Source: an optimization exercise on an open RTL-to-GDS flow (aim: small area and a short achievable clock period). Production flows keep margins and buffers that such runs may drop.
Function was checked by simulation only, so behaviour that the tests miss may differ from the original.
Power and IR drop assume default switching activity.

==> flow/design.v (excerpt) <==
module sorting_network_top (
  input          clk_i,
  input          rst_i,
  input  [99:0]  data_i,
  input          data_valid_i,
  output [99:0]  data_o,
  output         data_valid_o
);
  sorting_network #(
    .NUMBER_WIDTH   ( 10 ),
    .NUMBERS_AMOUNT ( 10 )
  ) u_sorting_network (
    .clk_i        ( clk_i        ),
    .rst_i        ( rst_i        ),
    .data_i       ( data_i       ),
    .data_valid_i ( data_valid_i ),
    .data_o       ( data_o       ),
    .data_valid_o ( data_valid_o )
  );
endmodule
Size: ~22000 um2 of cells after synthesis.
export LEC_CHECK = 0
export CAP_MARGIN = 20
export CORE_MARGIN = 2
export CORE_UTILIZATION = 40
export SETUP_SLACK_MARGIN = 2.9
export SLEW_MARGIN = 20
create_clock -name core_clock -period 5.0 [get_ports {clk_i}]
standard.sh (not shown) runs the stock make flow with config.mk's settings and CLKGATE_MAP_FILE= SYNTH_SCRIPT=/design/flow/synth_recipe.tcl, a recipe that flattens the netlist after the stock synthesis.
==> flow/flow/run.sh <==
#!/bin/bash
# The standard layout (the standard.sh: ORFS synthesis through finish), with two
# changes to how ORFS builds it:
#  - the port buffers that buffer_ports inserts are buf_4 cells instead of the delay-cell
#    footprint it picks by default, and
#  - timing repair may resize cells across footprints (MATCH_CELL_FOOTPRINT=0).
# Every tool's output goes to ORFS's own logs; make's output goes to flow_make.log here.
set -euo pipefail
bash standard.sh MATCH_CELL_FOOTPRINT=0 "BUFFER_PORTS_ARGS=-buffer_cell sky130_fd_sc_hd__buf_4" finish > flow_make.log 2>&1
Next try:
==> flow/run.sh (new file) <==
#!/bin/bash
# synth_recipe.tcl (not shown) runs the flow's synth.tcl, then flattens the netlist and writes it again
# the make line also repeats each setting of config.mk as NAME=value (left out here)
make -C /OpenROAD-flow-scripts/flow DESIGN_CONFIG=/design/flow/config.mk WORK_HOME=/design/flow/orfs CLKGATE_MAP_FILE= SYNTH_SCRIPT=/design/flow/synth_recipe.tcl finish
Settings changed: SETUP_SLACK_MARGIN 2.9 to 2.7.
removed: flow/flow/run.sh
removed: flow/standard.sh
The new run completed with no timing, DRC or antenna violations.
Worst hold slack is about the same.
Total power fell by 2.1%.
First-iteration DRC count went down by 1.7%.
Routed wire length increases by 0.58%.
Cell count went up by 1.1%.
Cell area goes up by 2.5%.
Critical path depth goes down by 2.
Core utilization climbs by 1.2 points.
Maximum frequency decreases by 0.66%.
Worst setup slack got worse by 0.016 ns.
Synthesized area is unchanged.
Next try:
==> flow/flow/run.sh (new file) <==
#!/bin/bash
# The standard layout (the standard.sh: ORFS synthesis through finish), with three
# changes to how ORFS builds it:
#  - the port buffers that buffer_ports inserts are buf_4 cells instead of the delay-cell
#    footprint it picks by default,
#  - timing repair may resize cells across footprints (MATCH_CELL_FOOTPRINT=0), and
#  - the pins are placed with inputs on the left edge and outputs on the right (flow/io.tcl).
# Every tool's output goes to ORFS's own logs; make's output goes to flow_make.log here.
set -euo pipefail
bash standard.sh MATCH_CELL_FOOTPRINT=0 "BUFFER_PORTS_ARGS=-buffer_cell sky130_fd_sc_hd__buf_4" \
  "IO_CONSTRAINTS=$PWD/flow/io.tcl" finish > flow_make.log 2>&1
==> flow/flow/io.tcl (new file) <==
# Pin placement: every input on the left edge, every output on the right edge, so the
# pipeline runs from left to right and the all-pairs comparators sit near their inputs.
set_io_pin_constraint -direction INPUT -region left:*
set_io_pin_constraint -direction OUTPUT -region right:*
==> flow/standard.sh (new file) <==
#!/bin/bash
# synth_recipe.tcl (not shown) runs the flow's synth.tcl, then flattens the netlist and writes it again
# the make line also repeats each setting of config.mk as NAME=value (left out here)
make -C /OpenROAD-flow-scripts/flow DESIGN_CONFIG=/design/flow/config.mk WORK_HOME=/design/flow/orfs CLKGATE_MAP_FILE= SYNTH_SCRIPT=/design/flow/synth_recipe.tcl "${@:-finish}"
Settings changed: CTS_CLUSTER_DIAMETER set to 150, CTS_CLUSTER_SIZE set to 30, SETUP_SLACK_MARGIN 2.7 to 2.9.
removed: flow/run.sh
Clock power shrinks by well over a third. Register-to-register slack improved by 0.25 ns. Final cell count fell by a few percent. Cell area goes down by a few percent. Clock-buffer cell count went down by 34. Worst setup slack improves by 0.22 ns. Clock skew came out higher by 0.013 ns. Wire length increases slightly. Global-route usage rose by 0.44 points. Flip-flop and latch count is unchanged. Sequential share of layout area grows by 1.8 points.
Next try:
==> flow/flow/run.sh (replaced) <==
#!/bin/bash
# The standard layout (the standard.sh: ORFS synthesis through finish), with two
# changes to how ORFS builds it:
#  - the port buffers that buffer_ports inserts are buf_4 cells instead of the delay-cell
#    footprint it picks by default, and
#  - timing repair may resize cells across footprints (MATCH_CELL_FOOTPRINT=0).
# Every tool's output goes to ORFS's own logs; make's output goes to flow_make.log here.
set -euo pipefail
bash standard.sh MATCH_CELL_FOOTPRINT=0 "BUFFER_PORTS_ARGS=-buffer_cell sky130_fd_sc_hd__buf_4" finish > flow_make.log 2>&1
removed: flow/flow/io.tcl
=>
- core utilization falls by 0.10 points
- non-clock buffer count falls by 8
- via count barely changes
- count of clock-buffer cells in the layout rises by 1
- worst setup slack got worse by 0.15 ns
- clock skew falls by 0.013 ns
- final area is about the same
- routed wire length falls by about 1.7%

what the ideal ports hide:
How much do the figures lean on ideal ports? The routed layouts below were timed once more, with nothing changed but the port constraints. Step 1: set_driving_cell puts a clkbuf_16 on clk_i and a buf_2 on each other input, an assumption about the parent block. Step 2 adds t to the input delays and takes it off the output delays; t is the mean of the earliest and latest rising clock arrival at the registers after step 1. Input paths then give back, and output paths get back, about the clock's delay inside the block. a / b / c = ideal / step 1 / step 2; a / b = the first two.
| run | shift t [ns] | setup slack, ns | hold slack, ns | slew at the worst register clock pin (ns) |
|---|---|---|---|---|
| the first run | 0.633 | 2.585 / 2.624 / 1.991 | 0.316 / 0.280 / 0.322 | 0.07 / 0.07 |
| the second run | 0.639 | 2.569 / 2.569 / 1.979 | 0.318 / 0.318 / 0.318 | 0.07 / 0.07 |
| the third run | 0.617 | 2.785 / 2.725 / 2.219 | 0.294 / 0.275 / 0.294 | 0.12 / 0.12 |
| the fourth run | 0.625 | 2.632 / 2.661 / 2.036 | 0.304 / 0.264 / 0.332 | 0.12 / 0.12 |
After both steps every run listed still meets setup and hold. For the fourth run, which loses most, drivers alone change the setup slack by +0.029 ns; drivers and shift together by -0.596 ns.
